Context: an optimization exercise on an open-source flow, tuned for small area and a short achievable clock period. The choices shown serve that exercise and are no tape-out recipe. Function was checked by simulation only, so behaviour that the tests miss may differ from the original. Power and IR drop assume default switching activity.

==> flow/design.v, too long to show whole: its modules and the start of the top module <==
// module pc: 29 lines
// module mini_id_bpu: 28 lines
// module if_id: 41 lines
// module regfile: 39 lines
// module id: 173 lines
// module id_ex: 84 lines
// module csr: 239 lines
// module ex: 179 lines
// module ex_mem: 54 lines
// module mem: 193 lines
// module mem_wb: 36 lines
// module pipeline_ctrl: 17 lines
// module rvcpu: 264 lines
module rvcpu (
    input wire                 clk,
    input wire                 rst,
    output wire [63:0] inst_addr,
    output wire                inst_ena,
    output wire                inst_ready,
    input wire [31:0]      inst,
    input wire                 biu_inst_valid,
    output wire [63:0] data_addr,
    output wire [7:0]          wmask,
    output wire [63:0]     data_o,
    input  wire [63:0]     data_i,
    output wire                we,
    output wire                re,
    input  wire                mem_finish,
    input  wire                timer_intr
    );
  // ...
==> flow/run.sh <==
#!/bin/bash
# synth_recipe.tcl (not shown) runs the flow's synth.tcl, then flattens the netlist and writes it again
# the make line also repeats each setting of config.mk as NAME=value (left out here)
make -C /OpenROAD-flow-scripts/flow DESIGN_CONFIG=/design/flow/config.mk WORK_HOME=/design/flow/orfs CLKGATE_MAP_FILE= SYNTH_SCRIPT=/design/flow/synth_recipe.tcl finish
==> flow/config.mk <==
export PLATFORM = sky130hd
export DESIGN_NAME = rvcpu
export DESIGN_NICKNAME = rvcpu
export VERILOG_FILES = /design/flow/design.v
export SDC_FILE = /design/flow/constraint.sdc
export NUM_CORES = 8
export LEC_CHECK = 0
export CAP_MARGIN = 20
export CORE_MARGIN = 2
export CORE_UTILIZATION = 30
export SLEW_MARGIN = 20
==> flow/constraint.sdc <==
create_clock -name core_clock -period 16.0 [get_ports {clk}]
set_input_delay 3.2000 -clock core_clock [delete_from_list [all_inputs] [get_ports {clk}]]
set_output_delay 3.2000 -clock core_clock [all_outputs]
set_load 0.01 [all_outputs]
==> flow_summary.yaml, run 1 <==
routing:
  antenna_left: 0
  totalWireLength_mm: 1270
flow_run:
  maxCapViolations: 0
cts:
  cts_hold_buf: 0
  clkLatencyLatePin_ns: 1.12
  cts_resized: 0
pwr:
  pg_seq_mw: 8.70
  sequentialPowerShare_pct: 42.4
  leakage_nw: 79.9
run_status:
  status: "complete, no violations"
hold_path:
  min_path_type: "reg -> reg"
  hp-start: "id_ex0.ex_rd_ena$_SDFFE_PP0P_"
synth:
  synth_common_cells: "edfxtp_1 (2,048), and2_1 (2,037), clkbuf_1 (1,726), nor2_1 (1,552), a21oi_1 (1,508)"
  synth_compound_area_share_pct: 22.6
  synth_most_common_cell: "edfxtp_1"
critical_path:
  worstSetupStartpointType: "register"
  r2r_start: "id_ex0.ex_op2[19]$_SDFFE_PP0P_"
  cp-endpoint: "pc0.pc[58]$_SDFFE_PP0P_"
  reg2regPathDepth: 47
cells_and_area:
  final_common_cell: "edfxtp_1"
  drive_gt1_share_pct: 12.6
  finalNonFillerCells: 29100
  multiInputGateArea_um2: 107000
timing:
  post-route-period-util_pct: 87.1
  slew_viol_final: 0
placed_design:
  place_hpwl_mm: 881
==> module rvcpu, before the edit <==
module rvcpu (
    input wire                 clk,
    input wire                 rst,
    output wire [63:0] inst_addr,
    output wire                inst_ena,
    output wire                inst_ready,
    input wire [31:0]      inst,
    input wire                 biu_inst_valid,
    output wire [63:0] data_addr,
    output wire [7:0]          wmask,
    output wire [63:0]     data_o,
    input  wire [63:0]     data_i,
    output wire                we,
    output wire                re,
    input  wire                mem_finish,
    input  wire                timer_intr
    );
    wire [63:0]       pc;
    assign inst_addr = pc;
    wire [63:0]       jalr_pc;
    wire                      jalr_pc_ena; 
    wire [63:0]       branch_pc;
    wire                      branch_pc_ena; 
    wire [63:0]       prdt_pc;
    wire                      x1_read_ena;
    wire [63:0]            x1_data;
    wire                      id_flush;  
    wire [63:0]       pc_id;
    wire [31:0]           inst_id;
    wire [4 :0]   raddr1,raddr2;
    wire                 re1,re2;
    wire [63:0]       rdata1,rdata2;
    wire [63:0] id_pc;
    wire [7:0]          id_inst_type;
    wire [7:0]          id_inst_opcode;
    wire [63:0]      id_op1;
    wire [63:0]      id_op2;
    wire                id_rd_ena;
    wire [4 :0]  id_rd_addr;
    wire [11:0]         id_addr_offset;
    wire [2 :0]         id_ls_sel;    
    wire [63:0] pc_ex;
    wire [7:0]          inst_type_ex;
    wire [7:0]          inst_opcode_ex;
    wire [63:0]      op1_ex;
    wire [63:0]      op2_ex;
    wire                rd_ena_ex;
    wire [4 :0]  rd_addr_ex;
    wire [11:0]         addr_offset_ex;
    wire [ 2:0]         ls_sel_ex;  
    wire ex_flush;
    wire [7:0]          ex_inst_type;
    wire                ex_rd_ena;
    wire [63:0]      ex_rd_data;
    wire [4 :0]  ex_rd_addr;
    wire [63:0] ex_ls_addr;
    wire [2:0]          ex_ls_sel;
    wire [7:0]          inst_type_mem;
    wire                rd_ena_mem;
    wire [63:0]      rd_data_mem;
    wire [4 :0]  rd_addr_mem;
    wire [63:0] ls_addr_mem;
    wire [2:0]          ls_sel_mem;
    wire                mem_rd_ena;
    wire [63:0]      mem_rd_data;
    wire [4 :0]  mem_rd_addr;
    wire                rd_ena_wb;
    wire [63:0]      rd_data_wb;
    wire [4 :0]  rd_addr_wb;
    wire [4:0]          stall_ctrl;
    wire                id_stall_req;
    wire                if_stall_req;
    wire                ex_stall_req;
    wire                mem_stall_req;
    pc pc0(
        .clk(clk),
        .rst(rst),
        .prdt_pc_i(prdt_pc),
        .id_pc_i(jalr_pc),
        .id_pc_ena(jalr_pc_ena),
        .ex_pc_i(branch_pc),
        .ex_pc_ena(branch_pc_ena),
        .pc_stall(stall_ctrl[0]),
        .pc(pc),
        .ce(inst_ena)
    );
    mini_id_bpu mini_id_bpu0(
        .rst(rst),
        .inst_i(inst),
        .pc_i(pc),
        .x1_read_ena(x1_read_ena),
        .x1_data(x1_data),
        .prdt_pc_o(prdt_pc)
    );
    if_id if_id0(
        .clk(clk),
        .rst(rst),
        .if_pc(pc),
        .if_inst(inst),
        .if_inst_ready(inst_ready),
        .if_inst_valid(biu_inst_valid),
        .id_pc(pc_id),
        .id_inst(inst_id),
        .if_id_flush(ex_flush),
        .if_id_bubble(id_flush),
        .stall_ctrl(stall_ctrl),
        .if_stall_req(if_stall_req)
    );
    regfile regfile0(
        .clk(clk),
        .rst(rst),
        .waddr(rd_addr_wb),
        .wdata(rd_data_wb),
        .we(rd_ena_wb),
        .raddr1(raddr1),
        .rdata1(rdata1),
        .re1(re1),
        .raddr2(raddr2),
        .rdata2(rdata2),
        .re2(re2),
        .x1_read_ena(x1_read_ena),
        .x1_data(x1_data)
    );
    id id0(
        .rst(rst),
        .inst_i(inst_id),
        .pc_i(pc_id),
        .op1_data_i(rdata1),
        .op2_data_i(rdata2),
        .op1_addr_o(raddr1),
        .op2_addr_o(raddr2),
        .op1_read_o(re1),
        .op2_read_o(re2),
        .ex_rd_data(ex_rd_data),
        .ex_rd_addr(ex_rd_addr),
        .ex_rd_ena(ex_rd_ena),
        .ex_inst_type(ex_inst_type),
        .mem_rd_data(mem_rd_data),
        .mem_rd_addr(mem_rd_addr),
        .mem_rd_ena(mem_rd_ena),
        .wb_rd_ena (rd_ena_wb),
        .wb_rd_addr(rd_addr_wb),
        .id_stall_req(id_stall_req),
        .if_stall_req(if_stall_req),
        .inst_type(id_inst_type),
        .inst_opcode(id_inst_opcode),
        .op1_o(id_op1),
        .op2_o(id_op2),
        .rd_w_ena(id_rd_ena),
        .rd_w_addr(id_rd_addr),
        .pc_o(id_pc),
        .store_addr_offset(id_addr_offset),
        .mem_op_sel(id_ls_sel),
        .jalr_pc_ena(jalr_pc_ena),
        .jalr_pc(jalr_pc),
        .id_flush(id_flush)
    );
    id_ex id_ex0(
        .clk(clk),
        .rst(rst),
        .id_ex_bubble(ex_flush),
        .id_pc(id_pc),
        .id_inst_type(id_inst_type),
        .id_inst_opcode(id_inst_opcode),
        .id_op1(id_op1),
        .id_op2(id_op2),
        .id_rd_ena(id_rd_ena),
        .id_rd_addr(id_rd_addr),
        .id_addr_offset(id_addr_offset),
        .id_ls_sel(id_ls_sel),
        .stall_ctrl(stall_ctrl),
        .ex_pc(pc_ex),
        .ex_inst_type(inst_type_ex),
        .ex_inst_opcode(inst_opcode_ex),
        .ex_op1(op1_ex),
        .ex_op2(op2_ex),
        .ex_rd_ena(rd_ena_ex),
        .ex_rd_addr(rd_addr_ex),
        .ex_addr_offset(addr_offset_ex),
        .ex_ls_sel(ls_sel_ex)
    );
    ex ex0(
        .clk(clk),
        .rst(rst),
        .pc_i(pc_ex),
        .inst_type_i(inst_type_ex),
        .inst_opcode_i(inst_opcode_ex),
        .op1_i(op1_ex),
        .op2_i(op2_ex),
        .rd_ena_i(rd_ena_ex),
        .rd_addr_i(rd_addr_ex),
        .ls_sel_i(ls_sel_ex),
        .addr_offset_i(addr_offset_ex),
        .inst_type_o(ex_inst_type),
        .rd_ena_o(ex_rd_ena),
        .rd_data_o(ex_rd_data),
        .rd_addr_o(ex_rd_addr),
        .ls_sel_o(ex_ls_sel),
        .ls_addr_o(ex_ls_addr),
        .ex_flush(ex_flush),
        .branch_pc_ena(branch_pc_ena),
        .branch_pc(branch_pc),
        .if_stall_req(if_stall_req),
        .ex_stall_req(ex_stall_req),
        .timer_intr(timer_intr),
        .ex_stall(stall_ctrl[3])
    );
    ex_mem ex_mem0(
        .clk(clk),
        .rst(rst),
        .ex_inst_type(ex_inst_type),
        .ex_rd_ena(ex_rd_ena),
        .ex_rd_data(ex_rd_data),
        .ex_rd_addr(ex_rd_addr),
        .ex_ls_sel(ex_ls_sel),
        .ex_ls_addr(ex_ls_addr),
        .stall_ctrl(stall_ctrl),
        .mem_inst_type(inst_type_mem),
        .mem_rd_ena(rd_ena_mem),
        .mem_rd_data(rd_data_mem),
        .mem_rd_addr(rd_addr_mem),
        .mem_ls_sel(ls_sel_mem),
        .mem_ls_addr(ls_addr_mem)
    );
    mem mem0(
        .rst(rst),
        .inst_type_i(inst_type_mem),
        .rd_ena_i(rd_ena_mem),
        .rd_data_i(rd_data_mem),
        .rd_addr_i(rd_addr_mem),
        .ls_sel_i(ls_sel_mem),
        .ls_addr_i(ls_addr_mem),
        .data_addr_o(data_addr),
        .wmask_o(wmask),
        .data_i(data_i),
        .data_o(data_o),
        .we(we),
        .re(re),
        .mem_finish(mem_finish),
        .rd_ena_o(mem_rd_ena),
        .rd_data_o(mem_rd_data),
        .rd_addr_o(mem_rd_addr),
        .mem_stall_req(mem_stall_req)
    );
    mem_wb mem_wb0(
        .clk(clk),
        .rst(rst),
        .mem_rd_data(mem_rd_data),
        .mem_rd_addr(mem_rd_addr),
        .mem_rd_ena(mem_rd_ena),
        .stall_ctrl(stall_ctrl),
        .wb_rd_data(rd_data_wb),
        .wb_rd_addr(rd_addr_wb),
        .wb_rd_ena(rd_ena_wb)
    );
    pipeline_ctrl pipeline_ctrl0(
        .rst(rst),
        .if_stall_req(if_stall_req),
        .id_stall_req(id_stall_req),
        .ex_stall_req(ex_stall_req),
        .mem_stall_req(mem_stall_req),
        .stall_ctrl(stall_ctrl)
    );
endmodule
==> run 2, diff against run 1 <==
==> flow/design.v (replaced) <==
module rvcpu (
    input  wire        clk,
    input  wire        rst,
    output wire [63:0] inst_addr,
    output wire        inst_ena,
    output wire        inst_ready,
    input  wire [31:0] inst,
    input  wire        biu_inst_valid,
    output wire [63:0] data_addr,
    output wire [7:0]  wmask,
    output wire [63:0] data_o,
    input  wire [63:0] data_i,
    output wire        we,
    output wire        re,
    input  wire        mem_finish,
    input  wire        timer_intr
    );
    integer i;
    reg  [63:0] pa;
    reg  [20:0] pb;
    reg         pclr;
    reg  [63:0] d_pc;
    reg  [31:0] d_inst;
    reg         d_v, d_pcnz;
    reg  [63:0] e_pc, e_op1, e_op2;
    reg  [4:0]  e_rd;
    reg  [11:0] e_off;
    reg  [2:0]  e_f3;
    reg         e_sys, e_sub;
    reg         e_sel_add, e_sel_w, e_sel_slt, e_sel_sltu, e_sel_xor, e_sel_or, e_sel_and, e_sel_sh;
    reg         e_sh_left, e_sh_arith, e_sh_word;
    reg         e_cs_mcycle, e_cs_mstatus, e_cs_mtvec, e_cs_mepc, e_cs_mcause, e_cs_mie, e_cs_mscratch;
    reg         e_rdena, e_load, e_store, e_br, e_pcnz;
    reg         e_csr_w, e_csr_s, e_csr_c, e_ecall, e_mret;
    reg  [63:0] m_data, m_addr;
    reg  [4:0]  m_rd;
    reg  [2:0]  m_f3;
    reg         m_rdena, m_load, m_store, m_lsv;
    reg         w_x1;
    reg  [63:0] rf [1:31];
    reg  [31:1] rv;
    reg  [63:0] csr_mcycle, csr_mcause, csr_mscratch;
    reg  [63:2] csr_mtvec, csr_mepc;
    reg         csr_mpie, csr_mie, csr_mtie, csr_mtip;
    reg  [1:0]  csr_mpp, csr_fs;
    wire [63:0] pb_ext = {{43{pb[20]}}, pb};
    wire [63:0] psum   = pa + pb_ext;
    wire [63:0] pc_if  = {psum[63:1], psum[0] & ~pclr};
    assign inst_addr = pc_if;
    assign inst_ena  = ~rst;
    wire if_jal  = (inst[6:0] == 7'b1101111);
    wire if_jalr = (inst[6:0] == 7'b1100111);
    wire if_bxx  = (inst[6:0] == 7'b1100011);
    wire [20:0] if_jimm = {inst[31], inst[19:12], inst[20], inst[30:21], 1'b0};
    wire [20:0] if_bimm = {{9{inst[31]}}, inst[7], inst[30:25], inst[11:8], 1'b0};
    wire [20:0] if_iimm = {{9{inst[31]}}, inst[31:20]};
    wire [20:0] if_off  = if_jal ? if_jimm : if_bxx ? if_bimm : if_jalr ? if_iimm : 21'd4;
    wire [63:0] x1v     = rv[1] ? rf[1] : 64'd0;
    wire [4:0]  T      = d_inst[6:2];
    wire [4:0]  rd     = d_inst[11:7];
    wire [2:0]  f3     = d_inst[14:12];
    wire [4:0]  rs1    = d_inst[19:15];
    wire [4:0]  rs2    = d_inst[24:20];
    wire [11:0] imm    = d_inst[31:20];
    wire        b30    = d_inst[30];
    wire [11:0] s_imm  = {d_inst[31:25], d_inst[11:7]};
    wire t7    = d_v & (T == 5'b11100);
    wire t6    = d_v & (T == 5'b01110);
    wire t5    = d_v & (T == 5'b00110);
    wire t4    = d_v & (T == 5'b00100);
    wire t3    = d_v & (T == 5'b01100);
    wire t2    = d_v & (T == 5'b11000);
    wire t1    = d_v & (T == 5'b00000) & (d_inst[1:0] == 2'b11);
    wire t0    = d_v & (T == 5'b01000);
    wire lui   = d_v & (T == 5'b01101);
    wire auipc = d_v & (T == 5'b00101);
    wire jal   = d_v & (T == 5'b11011);
    wire jalr  = d_v & (T == 5'b11001);
    wire f3_0 = (f3 == 3'b000), f3_1 = (f3 == 3'b001), f3_2 = (f3 == 3'b010), f3_3 = (f3 == 3'b011);
    wire f3_4 = (f3 == 3'b100), f3_5 = (f3 == 3'b101), f3_6 = (f3 == 3'b110), f3_7 = (f3 == 3'b111);
    wire csr_rs1 = t7 & (f3_1 | f3_2 | f3_3);
    wire csr_imm = t7 & (f3_5 | f3_6 | f3_7);
    wire op1_read = t6 | t5 | t4 | t3 | jalr | t2 | t1 | t0 | csr_rs1;
    wire op2_read = t3 | t2 | t0 | t6;
    wire rd_w_ena = (rd != 5'd0) & (t6 | t5 | t4 | t3 | lui | auipc | jal | jalr | t1 | t7);
    wire id_add  = (t4 & f3_0) | (t3 & f3_0) | lui | auipc | jal | jalr;
    wire id_w    = (t5 & f3_0) | (t6 & f3_0);
    wire id_slt  = (t4 | t3) & f3_2;
    wire id_sltu = (t4 | t3) & f3_3;
    wire id_xor  = (t4 | t3) & f3_4;
    wire id_or   = (t4 | t3) & f3_6;
    wire id_and  = (t4 | t3) & f3_7;
    wire id_shl  = (t4 | t3 | t5 | t6) & f3_1;
    wire id_shr  = (t4 | t3 | t5 | t6) & f3_5;
    wire id_sub  = (t3 & f3_0 & b30) | (t6 & f3_0 & b30) | id_slt | id_sltu | t2;
    wire tmr_trap;
    wire ex_rdena_o = e_rdena & ~tmr_trap;
    wire ex_load_o  = e_load & ~tmr_trap;
    wire [63:0] ex_rd_data;
    wire [63:0] mem_res;
    wire fe1  = op1_read & ex_rdena_o & (e_rd == rs1);
    wire fm1  = op1_read & m_rdena & (m_rd == rs1) & ~fe1;
    wire fr1  = op1_read & ~fe1 & ~(m_rdena & (m_rd == rs1));
    wire fe2  = op2_read & ex_rdena_o & (e_rd == rs2);
    wire fm2  = op2_read & m_rdena & (m_rd == rs2) & ~fe2;
    wire fr2  = op2_read & ~fe2 & ~(m_rdena & (m_rd == rs2));
    reg  [63:0] fwd1, fwd2;
    always @(*) begin
        fwd1 = ({64{fe1}} & ex_rd_data) | ({64{fm1}} & mem_res);
        fwd2 = ({64{fe2}} & ex_rd_data) | ({64{fm2}} & mem_res);
        for (i = 1; i < 32; i = i + 1) begin
            fwd1 = fwd1 | ({64{fr1 & rv[i] & (rs1 == i)}} & rf[i]);
            fwd2 = fwd2 | ({64{fr2 & rv[i] & (rs2 == i)}} & rf[i]);
        end
    end
    wire load_relate = ex_load_o & ((op1_read & (rs1 == e_rd)) | (op2_read & (rs2 == e_rd)));
    wire predict_ok = (rs1 == 5'd1) & ~(ex_rdena_o & (e_rd == 5'd1)) & ~(m_rdena & (m_rd == 5'd1)) & ~w_x1;
    wire jalr_ena   = jalr & ~predict_ok;
    wire [63:0] id_op1 = ({64{op1_read & ~jalr}} & fwd1)
                       | ({64{auipc | jal | jalr}} & d_pc)
                       | {59'd0, {5{csr_imm}} & rs1};
    wire [63:0] id_op2 = fwd2
                       | ({64{t4 | t5 | t1}} & {{52{imm[11]}}, imm})
                       | ({64{lui | auipc}} & {{32{d_inst[31]}}, d_inst[31:12], 12'd0})
                       | {61'd0, jal | jalr, 2'd0};
    wire [63:0] y0 = e_store ? {{52{e_off[11]}}, e_off} : e_op2;
    wire [63:0] y  = y0 ^ {64{e_sub}};
    wire [64:0] sum65 = {1'b0, e_op1} + {1'b0, y} + {64'd0, e_sub};
    wire [63:0] sum = sum65[63:0];
    wire ltu = ~sum65[64];
    wire lt  = (e_op1[63] ^ e_op2[63]) ? e_op1[63] : sum[63];
    wire [63:0] xr = e_op1 ^ e_op2;
    wire eq  = ~|xr;
    reg  [63:0] op1_rev, sh_rev;
    wire [63:0] sh_src  = e_sh_left ? op1_rev :
                          e_sh_word ? {{32{e_sh_arith & e_op1[31]}}, e_op1[31:0]} : e_op1;
    wire        sh_fill = e_sh_arith & (e_sh_word ? e_op1[31] : e_op1[63]);
    wire [5:0]  shamt   = {e_op2[5] & ~e_sh_word, e_op2[4:0]};
    wire [63:0] sh_s0   = shamt[0] ? {{ 1{sh_fill}}, sh_src[63: 1]} : sh_src;
    wire [63:0] sh_s1   = shamt[1] ? {{ 2{sh_fill}}, sh_s0[63: 2]}  : sh_s0;
    wire [63:0] sh_s2   = shamt[2] ? {{ 4{sh_fill}}, sh_s1[63: 4]}  : sh_s1;
    wire [63:0] sh_s3   = shamt[3] ? {{ 8{sh_fill}}, sh_s2[63: 8]}  : sh_s2;
    wire [63:0] sh_s4   = shamt[4] ? {{16{sh_fill}}, sh_s3[63:16]}  : sh_s3;
    wire [63:0] sh_r    = shamt[5] ? {{32{sh_fill}}, sh_s4[63:32]}  : sh_s4;
    always @(*) begin
        for (i = 0; i < 64; i = i + 1) begin
            op1_rev[i] = e_op1[63-i];
            sh_rev[i]  = sh_r[63-i];
        end
    end
    wire [63:0] sh_o   = e_sh_left ? sh_rev : sh_r;
    wire [63:0] sh_res = e_sh_word ? {{32{sh_o[31]}}, sh_o[31:0]} : sh_o;
    wire [63:0] alu = ({64{e_sel_add}} & sum)
                    | ({64{e_sel_w}} & {{32{sum[31]}}, sum[31:0]})
                    | {63'd0, (e_sel_slt & lt) | (e_sel_sltu & ltu)}
                    | ({64{e_sel_xor}} & xr)
                    | ({64{e_sel_or}} & (e_op1 | e_op2))
                    | ({64{e_sel_and}} & (e_op1 & e_op2))
                    | ({64{e_sel_sh}} & sh_res);
    wire lt_sel   = e_f3[1] ? ltu : lt;
    wire cond     = e_f3[2] ? lt_sel : eq;
    wire br_flush = e_br & ~(cond ^ e_f3[0]);
    assign tmr_trap = csr_mtip & csr_mie & csr_mtie & e_pcnz;
    wire ecall  = e_ecall & ~tmr_trap;
    wire mret   = e_mret & ~tmr_trap;
    wire trap   = ecall | tmr_trap;
    wire op1_nz = |e_op1;
    wire csr_rd = (e_csr_w & e_rdena | e_csr_s | e_csr_c) & ~tmr_trap;
    wire csr_wr = (e_csr_w | ((e_csr_s | e_csr_c) & op1_nz)) & ~tmr_trap;
    wire rd_mcycle   = e_cs_mcycle   & csr_rd;
    wire rd_mstatus  = e_cs_mstatus  & csr_rd;
    wire rd_mtvec    = e_cs_mtvec    & csr_rd | trap;
    wire rd_mepc     = e_cs_mepc     & csr_rd | mret;
    wire rd_mcause   = e_cs_mcause   & csr_rd;
    wire rd_mie      = e_cs_mie      & csr_rd;
    wire rd_mscratch = e_cs_mscratch & csr_rd;
    wire wr_mcycle   = e_cs_mcycle   & csr_wr;
    wire wr_mstatus  = e_cs_mstatus  & csr_wr;
    wire wr_mtvec    = e_cs_mtvec    & csr_wr;
    wire wr_mepc     = e_cs_mepc     & csr_wr | trap;
    wire wr_mcause   = e_cs_mcause   & csr_wr;
    wire wr_mie      = e_cs_mie      & csr_wr;
    wire wr_mscratch = e_cs_mscratch & csr_wr;
    wire [63:0] mstatus_v = {csr_fs == 2'b11, 48'd0, csr_fs, csr_mpp, 3'd0, csr_mpie, 3'd0, csr_mie, 3'd0};
    wire [63:0] csr_rdata = ({64{rd_mcycle}}   & csr_mcycle)
                          | ({64{rd_mstatus}}  & mstatus_v)
                          | ({64{rd_mtvec}}    & {csr_mtvec, 2'b00})
                          | ({64{rd_mepc}}     & {csr_mepc, 2'b00})
                          | ({64{rd_mcause}}   & csr_mcause)
                          | {56'd0, rd_mie & csr_mtie, 7'd0}
                          | ({64{rd_mscratch}} & csr_mscratch);
    wire [63:0] wbck = trap    ? e_pc :
                       e_csr_w ? e_op1 :
                       e_csr_s ? (csr_rdata | e_op1) :
                                 (csr_rdata & ~e_op1);
    assign ex_rd_data = ({64{e_store}} & e_op2) | ({64{e_sys}} & csr_rdata) | alu;
    wire br_ena = br_flush | trap | mret;
    wire [2:0]  ma = m_addr[2:0];
    wire [2:0]  lb_idx = ma & {~(m_f3[1] & m_f3[0]), ~m_f3[1], ~m_f3[1] & ~m_f3[0]};
    wire [7:0]  ld_b0  = data_i[8*lb_idx +: 8];
    wire [7:0]  ld_b1  = data_i[8*(lb_idx | 3'd1) +: 8];
    wire [15:0] ld_h1  = data_i[16*((lb_idx >> 1) | 2'd1) +: 16];
    wire        ld_bad = (m_f3 == 3'b111);
    wire        sz_b   = (m_f3[1:0] == 2'b00);
    wire        sz_h   = (m_f3[1:0] == 2'b01);
    wire        sz_w   = (m_f3[1:0] == 2'b10);
    wire        ld_sgn = ~m_f3[2] & (sz_b ? ld_b0[7] : sz_h ? ld_b1[7] : ld_h1[15]);
    wire [63:0] ld_val;
    assign ld_val[7:0]   = ld_b0;
    assign ld_val[15:8]  = sz_b ? {8{ld_sgn}} : ld_b1;
    assign ld_val[31:16] = (sz_b | sz_h) ? {16{ld_sgn}} : ld_h1;
    assign ld_val[63:32] = (sz_b | sz_h | sz_w) ? {32{ld_sgn}} : data_i[63:32];
    wire [63:0] load_data = ld_bad ? 64'd0 : ld_val;
    assign mem_res = m_load ? load_data : m_data;
    reg  [7:0]  st_mask;
    reg  [63:0] st_data;
    always @(*) begin
        for (i = 0; i < 8; i = i + 1) begin
            case (m_f3)
                3'b000: begin st_mask[i] = (ma == i);            st_data[8*i +: 8] = m_data[7:0];              end
                3'b001: begin st_mask[i] = (ma[2:1] == (i >> 1)); st_data[8*i +: 8] = m_data[8*(i & 1) +: 8];  end
                3'b010: begin st_mask[i] = (ma[2] == (i >> 2));   st_data[8*i +: 8] = m_data[8*(i & 3) +: 8];  end
                3'b011: begin st_mask[i] = 1'b1;                  st_data[8*i +: 8] = m_data[8*i +: 8];        end
                default: begin st_mask[i] = 1'b0;                 st_data[8*i +: 8] = 8'd0;                    end
            endcase
        end
    end
    wire st_on = ~rst & m_store;
    reg  [63:0] data_o_r;
    always @(*) begin
        for (i = 0; i < 8; i = i + 1)
            data_o_r[8*i +: 8] = {8{st_on & st_mask[i]}} & st_data[8*i +: 8];
    end
    assign data_o    = data_o_r;
    assign wmask     = {8{st_on}} & st_mask;
    assign we        = st_on;
    assign re        = ~rst & m_load;
    assign data_addr = {64{~rst & m_lsv}} & m_addr;
    wire mem_stall = (m_load | m_store) & ~mem_finish;
    wire if_stall  = ~biu_inst_valid;
    wire s4 = mem_stall;
    wire s3 = s4 | (br_ena & if_stall);
    wire s2 = s3 | load_relate | (jalr_ena & if_stall);
    wire s1 = s2 | if_stall;
    assign inst_ready = rst | ~s1;
    always @(posedge clk) begin
        if (rst) begin
            pa <= 64'h00000000_80000000; pb <= 21'd0; pclr <= 1'b0;
        end else if (br_ena) begin
            pa <= (trap | mret) ? csr_rdata : e_pc;
            pb <= (trap | mret) ? 21'd0 : 21'd4;
            pclr <= 1'b0;
        end else if (jalr_ena) begin
            pa <= fwd1; pb <= {{9{imm[11]}}, imm}; pclr <= 1'b1;
        end else if (s1) begin
            pa <= pc_if; pb <= 21'd0; pclr <= 1'b0;
        end else begin
            pa <= if_jalr ? x1v : pc_if; pb <= if_off; pclr <= if_jalr;
        end
    end
    always @(posedge clk) begin
        if (rst | br_ena | (s1 & ~s2)) begin
            d_v <= 1'b0; d_pcnz <= 1'b0;
        end else if (~s2) begin
            d_v <= ~jalr_ena; d_pcnz <= ~jalr_ena & (pc_if != 64'd0);
        end
    end
    always @(posedge clk) begin
        if (~s2) begin
            d_pc <= pc_if; d_inst <= inst;
        end
    end
    always @(posedge clk) begin
        if (rst | (~s2 & br_ena) | (s2 & ~s3)) begin
            e_rdena <= 1'b0; e_load <= 1'b0; e_store <= 1'b0; e_br <= 1'b0; e_pcnz <= 1'b0;
            e_csr_w <= 1'b0; e_csr_s <= 1'b0; e_csr_c <= 1'b0; e_ecall <= 1'b0; e_mret <= 1'b0;
        end else if (~s2) begin
            e_rdena <= rd_w_ena; e_load <= t1; e_store <= t0;
            e_br    <= t2 & ~(f3[2:1] == 2'b01);
            e_pcnz  <= d_pcnz;
            e_csr_w <= t7 & (f3[1:0] == 2'b01);
            e_csr_s <= t7 & (f3[1:0] == 2'b10);
            e_csr_c <= t7 & (f3[1:0] == 2'b11);
            e_ecall <= t7 & f3_0 & (imm == 12'd0);
            e_mret  <= t7 & f3_0 & (d_inst[31:25] == 7'b0011000);
        end
    end
    always @(posedge clk) begin
        if (~s2) begin
            e_pc <= d_pc; e_op1 <= id_op1; e_op2 <= id_op2;
            e_rd <= rd_w_ena ? rd : 5'd0;
            e_off <= s_imm; e_f3 <= f3;
            e_sys <= t7; e_sub <= id_sub;
            e_sel_add <= id_add; e_sel_w <= id_w; e_sel_slt <= id_slt; e_sel_sltu <= id_sltu;
            e_sel_xor <= id_xor; e_sel_or <= id_or; e_sel_and <= id_and; e_sel_sh <= id_shl | id_shr;
            e_sh_left <= id_shl; e_sh_arith <= id_shr & b30; e_sh_word <= t5 | t6;
            e_cs_mcycle   <= (imm == 12'hb00);
            e_cs_mstatus  <= (imm == 12'h300);
            e_cs_mtvec    <= (imm == 12'h305);
            e_cs_mepc     <= (imm == 12'h341);
            e_cs_mcause   <= (imm == 12'h342);
            e_cs_mie      <= (imm == 12'h304);
            e_cs_mscratch <= (imm == 12'h340);
        end
    end
    always @(posedge clk) begin
        if (rst | (s3 & ~s4)) begin
            m_rdena <= 1'b0; m_load <= 1'b0; m_store <= 1'b0; m_lsv <= 1'b0;
        end else if (~s3) begin
            m_rdena <= ex_rdena_o; m_load <= ex_load_o; m_store <= e_store & ~tmr_trap;
            m_lsv <= e_load | e_store;
        end
    end
    always @(posedge clk) begin
        if (~s3) begin
            m_data <= ex_rd_data; m_addr <= sum; m_rd <= e_rd; m_f3 <= e_f3;
        end
    end
    wire rf_we = ~s4 & m_rdena;
    always @(posedge clk) begin
        for (i = 1; i < 32; i = i + 1)
            if (rf_we & (m_rd == i)) rf[i] <= mem_res;
    end
    always @(posedge clk) begin
        if (rst) begin
            rv <= 31'd0; w_x1 <= 1'b0;
        end else begin
            for (i = 1; i < 32; i = i + 1)
                if (rf_we & (m_rd == i)) rv[i] <= 1'b1;
            w_x1 <= rf_we & (m_rd == 5'd1);
        end
    end
    always @(posedge clk) begin
        if (rst) begin
            csr_mcycle <= 64'd0; csr_mcause <= 64'd0; csr_mscratch <= 64'd0;
            csr_mtvec <= 62'd0; csr_mepc <= 62'd0;
            csr_mpie <= 1'b0; csr_mie <= 1'b0; csr_mtie <= 1'b0; csr_mtip <= 1'b0;
            csr_mpp <= 2'b00; csr_fs <= 2'b00;
        end else begin
            csr_mcycle <= wr_mcycle ? wbck : csr_mcycle + 64'd1;
            if (wr_mtvec)    csr_mtvec <= wbck[63:2];
            if (wr_mepc)     csr_mepc <= wbck[63:2];
            if (wr_mcause | trap) csr_mcause <= tmr_trap ? 64'h8000_0000_0000_0007 : ecall ? 64'd11 : wbck;
            if (wr_mscratch) csr_mscratch <= wbck;
            if (wr_mie)      csr_mtie <= wbck[7];
            csr_mtip <= timer_intr;
            if ((wr_mstatus | mret | trap) & ~s3) begin
                csr_mpie <= trap ? csr_mie : mret ? 1'b1 : wbck[7];
                csr_mie  <= trap ? 1'b0 : mret ? csr_mpie : wbck[3];
            end
            if (wr_mstatus | mret | trap)
                csr_mpp <= trap ? 2'b11 : mret ? 2'b00 : wbck[12:11];
            if (wr_mstatus)  csr_fs <= wbck[14:13];
        end
    end
endmodule
==> run 2 against run 1 <==
  * Still clean on timing, DRC and antenna
  * Via count down 26%
  * Die area fell by 24%
  * Sequential cell count down 70
  * Synthesized cell count decreased by 38%
  * Final area decreased by 23%
  * Worst hold slack got worse by 0.019 ns
  * Global-route usage rose by 0.074 points
  * Critical endpoint is now e_f3[0]$_DFFE_PN_
  * Highest routed layer unchanged
==> flow_summary.yaml, run 2 <==
cts:
  cts_hold_buf: 0
  clk_path_buf_depth: 4
  cts.reportedPaths.clkPinSlew_ns: 0.07
  clock-sinks: 2906
  post-cts-setup-buffer-count: 0
  clkLatencyLatePin_ns: 1.05
  root_buffer: "clkbuf_16"
  cts_resized: 0
  cts_tree: "done"
  ctsHtreeMaxLevel: 5
  cts_buffers: 320
timing:
  post-route-period-util_pct: 65.8
  slew_viol_final: 0
  max-slew-margin-rel_pct: 2.57
  fin_ws_ns: 5.47
  tns_ns: 0
  setup_viol: 0
  hold-worst-slack_ns: 0.447
  max_slew.worst_pin.slew_ns: 1.46
  rsz0062_at_grt: "false"
  fmax_ghz: 0.0950
  hold_viol: 0
  min_period_ns: 10.53
  clock_skew_ns: 0.119
cells_and_area:
  mostFrequentLayoutCells: "edfxtp_1 (2,448), a22oi_1 (1,113), nand2_1 (857), nor2_1 (837), buf_4 (573)"
  final_cell_area_um2: 171000
  drive_gt1_share_pct: 12.1
  final_common_cell: "edfxtp_1"
  largest_reg_flops: 1984
  finalNonFillerCells: 19800
  fillers: 47800
  regArea_um2: 82700
  area_delta_synth_final_pct: 17.0
  multiInputGateArea_um2: 60500
  nets: 13200
  utilization_pct: 35.3
  regMostFlops: "rf"
synth:
  synth_common_cells: "edfxtp_1 (2,448), a22oi_1 (1,113), nor2_1 (889), nand2_1 (869), clkbuf_1 (714)"
  yosys_warnings: 2
  synth_top_area_cell: "edfxtp_1"
  synth-main-ff-cell: "edfxtp_1"
  ys_seq_area_share_pct: 56.4
  synth_most_common_cell: "edfxtp_1"
  synth-seq-cells: 2906
  synth.avg_cell_area_um2: 11.6
  syn_inst: 12700
  synth_edf_count: 2448
  synth_top_area_share_pct: 50.2
  yosys-top-cells-area: "edfxtp_1 (50%), dfxtp_1 (6.3%), a22oi_1 (5.7%), a221oi_1 (2.8%), a22o_1 (2.5%)"
  async_reset_ff_share_pct: 0
  ys_types: 103
  syn_area_um2: 147000
floorplanning:
  die-area_um2: 494000
  die_h_um: 703
  start_util_pct: 30.1
  die_x_um: 703
  fp.coreArea_um2: 486000
  io_pins: 305
  rows: 256
critical_path:
  reg2regPathDepth: 21
  worstSetupStartpoint: "e_store$_SDFFE_PP0N_"
  r2r_start: "e_store$_SDFFE_PP0N_"
  cp-endpoint: "e_f3[0]$_DFFE_PN_"
  cp_num_buf_inv: 8
  path_depth: 21
  crit_family: "buffers and inverters"
  critPathKind: "reg -> reg"
  crit_top_cell: "buf_4"
  crit_fanout: 157
  reg2reg_slack_ns: 5.47
  rr_endpoint: "e_f3[0]$_DFFE_PN_"
  path_cells: "buf_4 -> buf_4 -> inv_2 -> buf_4 -> a21oi_1 -> xnor2_1 -> ha_1 -> and4_1 -> nand4_1 -> or4_1 -> nor4_1 -> o31ai_1 -> and4_1 -> o31ai_1 -> mux2i_1 -> nand2_1 -> buf_4 -> o31a_1 -> inv_8 -> buf_12 -> buf_4"
  crit_required_ns: 16.61
  cpPeakStageDelay_ns: 1.01
  cp.arrival_ns: 11.14
  cpMaxStageDelayCell: "mux2i_1"
  critPathCaptureType: "register"
  worstSetupStartpointType: "register"
pwr:
  leakage_nw: 59.8
  power_mw: 16.4
  p_per_area_nw_per_um2: 95.9
  max-vdd-ir-drop_mv: 0.0885
run_status:
  status: "complete, no violations"
placed_design:
  place_hpwl_mm: 623
  port_buffers: 304
  gp_congestion: 1.12
  dpl_worst_slack_ns: 6.09
  place_inst: 19000
  place_area_um2: 160000
routing:
  totalWireLength_mm: 956
  wire_per_inst_um: 48.2
  num_vias: 144000
  drtPass1Iterations: 15
  drt_iter0_markers: 34700
  route.detailed.drc: 0
  viasPerCell: 7.27
  antenna_left: 0
hold_path:
  min_path_type: "reg -> reg"
  hp-start: "d_pc[15]$_DFFE_PN_"
global_route:
  grt_max_degree: 158
  gr-total-overflow: 0
  grtUsageTotal_pct: 37.1
  grt_pass1_vias: 126000
  antenna_found_initial: 203
  grt_pass1_wl_mm: 1230
flow_run:
  maxCapViolations: 0
-- run 2: routing by layer --
layer / track usage, % / vias up / share of wire (%)
li1: - / 51600 / -
met1: 40.0 / 69900 / 31
met2: 49.2 / 17000 / 38
met3: 21.7 / 5581 / 18
met4: 36.2 / 108 / 13
met5: 3.60 / - / 0.23
-- run 2: logic make-up after synthesis --
kind of cell             synth area share, %
AO/OA/AOI/OAI                           21.3
AND/OR/NAND/NOR                         10.9
flip-flops                              56.4
buffers and inverters                   3.47
multiplexers                            4.28
adder cells (fa/ha/maj)                 2.20
XOR/XNOR                                1.39
-- run 2: cell type report --
type	count	area share, %
Clock inverter	164	1.06
Tap cell	6450	4.71
Sequential cell	2906	48.2
Inverter	288	0.638
Antenna cell	236	0.344
Timing Repair Buffer	907	4.64
Multi-Input combinational cell	8465	35.3
Clock buffer	410	5.12
-- run 2: how the worst min path moves through the flow --
stage	to	slack, ns	cells after the start
after floorplan	e_off[10]$_DFFE_PN_	0.42	0
after global placement	e_pc[26]$_DFFE_PN_	0.43	0
after detailed placement	e_pc[53]$_DFFE_PN_	0.43	0
after CTS	e_pc[47]$_DFFE_PN_	0.44	0
after global routing	e_pc[30]$_DFFE_PN_	0.45	0
final	e_pc[15]$_DFFE_PN_	0.45	0
-- run 2: worst register-to-register path, stage by stage, from the launching register on --
cell and delay (ns):
dfxtp_2 0.31, buf_4 0.40, buf_4 0.62, inv_2 0.23, buf_4 0.37, a21oi_1 0.29
xnor2_1 0.09, ha_1 0.57, and4_1 0.35, nand4_1 0.25, or4_1 0.57, nor4_1 0.42
o31ai_1 0.25, and4_1 0.28, o31ai_1 0.43, mux2i_1 1.02, nand2_1 0.18, buf_4 0.33
o31a_1 0.61, inv_8 0.72, buf_12 0.59, buf_4 1.18
-- run 2: power by group --
part	switching [mW]	internal, mW	total, mW	leakage [nW]
logic	0.353	0.126	0.479	27.0
clock network	3.39	4.38	7.76	5.15
registers	0.0577	8.14	8.20	27.7
total	3.80	12.6	16.4	59.8

## static timing again, ports no longer ideal
In the flow no input, the clock included, has a driving cell. The finished layouts below were timed again as built, in two steps.
Step 1 assumes that a clkbuf_16 drives the clock port and a buf_2 every other input.
Step 2 moves the port delays by t, midway between the first and last clock arrival at a register: inputs arrive t later, outputs are due t later. That takes back most of the time a late clock gives input paths.
Slacks: no drivers / after step 1 / after step 2; pairs: no drivers / after step 1.
| run | t (ns) | setup slack, ns | worst hold slack (ns) | worst setup path after step 2 |
|---|---|---|---|---|
| run 1 | 1.205 | 2.071 / 2.071 / 2.071 | 0.467 / 0.467 / 0.467 | register to register |
| run 2 | 1.123 | 5.468 / 5.468 / 5.468 | 0.447 / 0.447 / 0.447 | register to register |
After both steps every run listed still meets setup and hold.
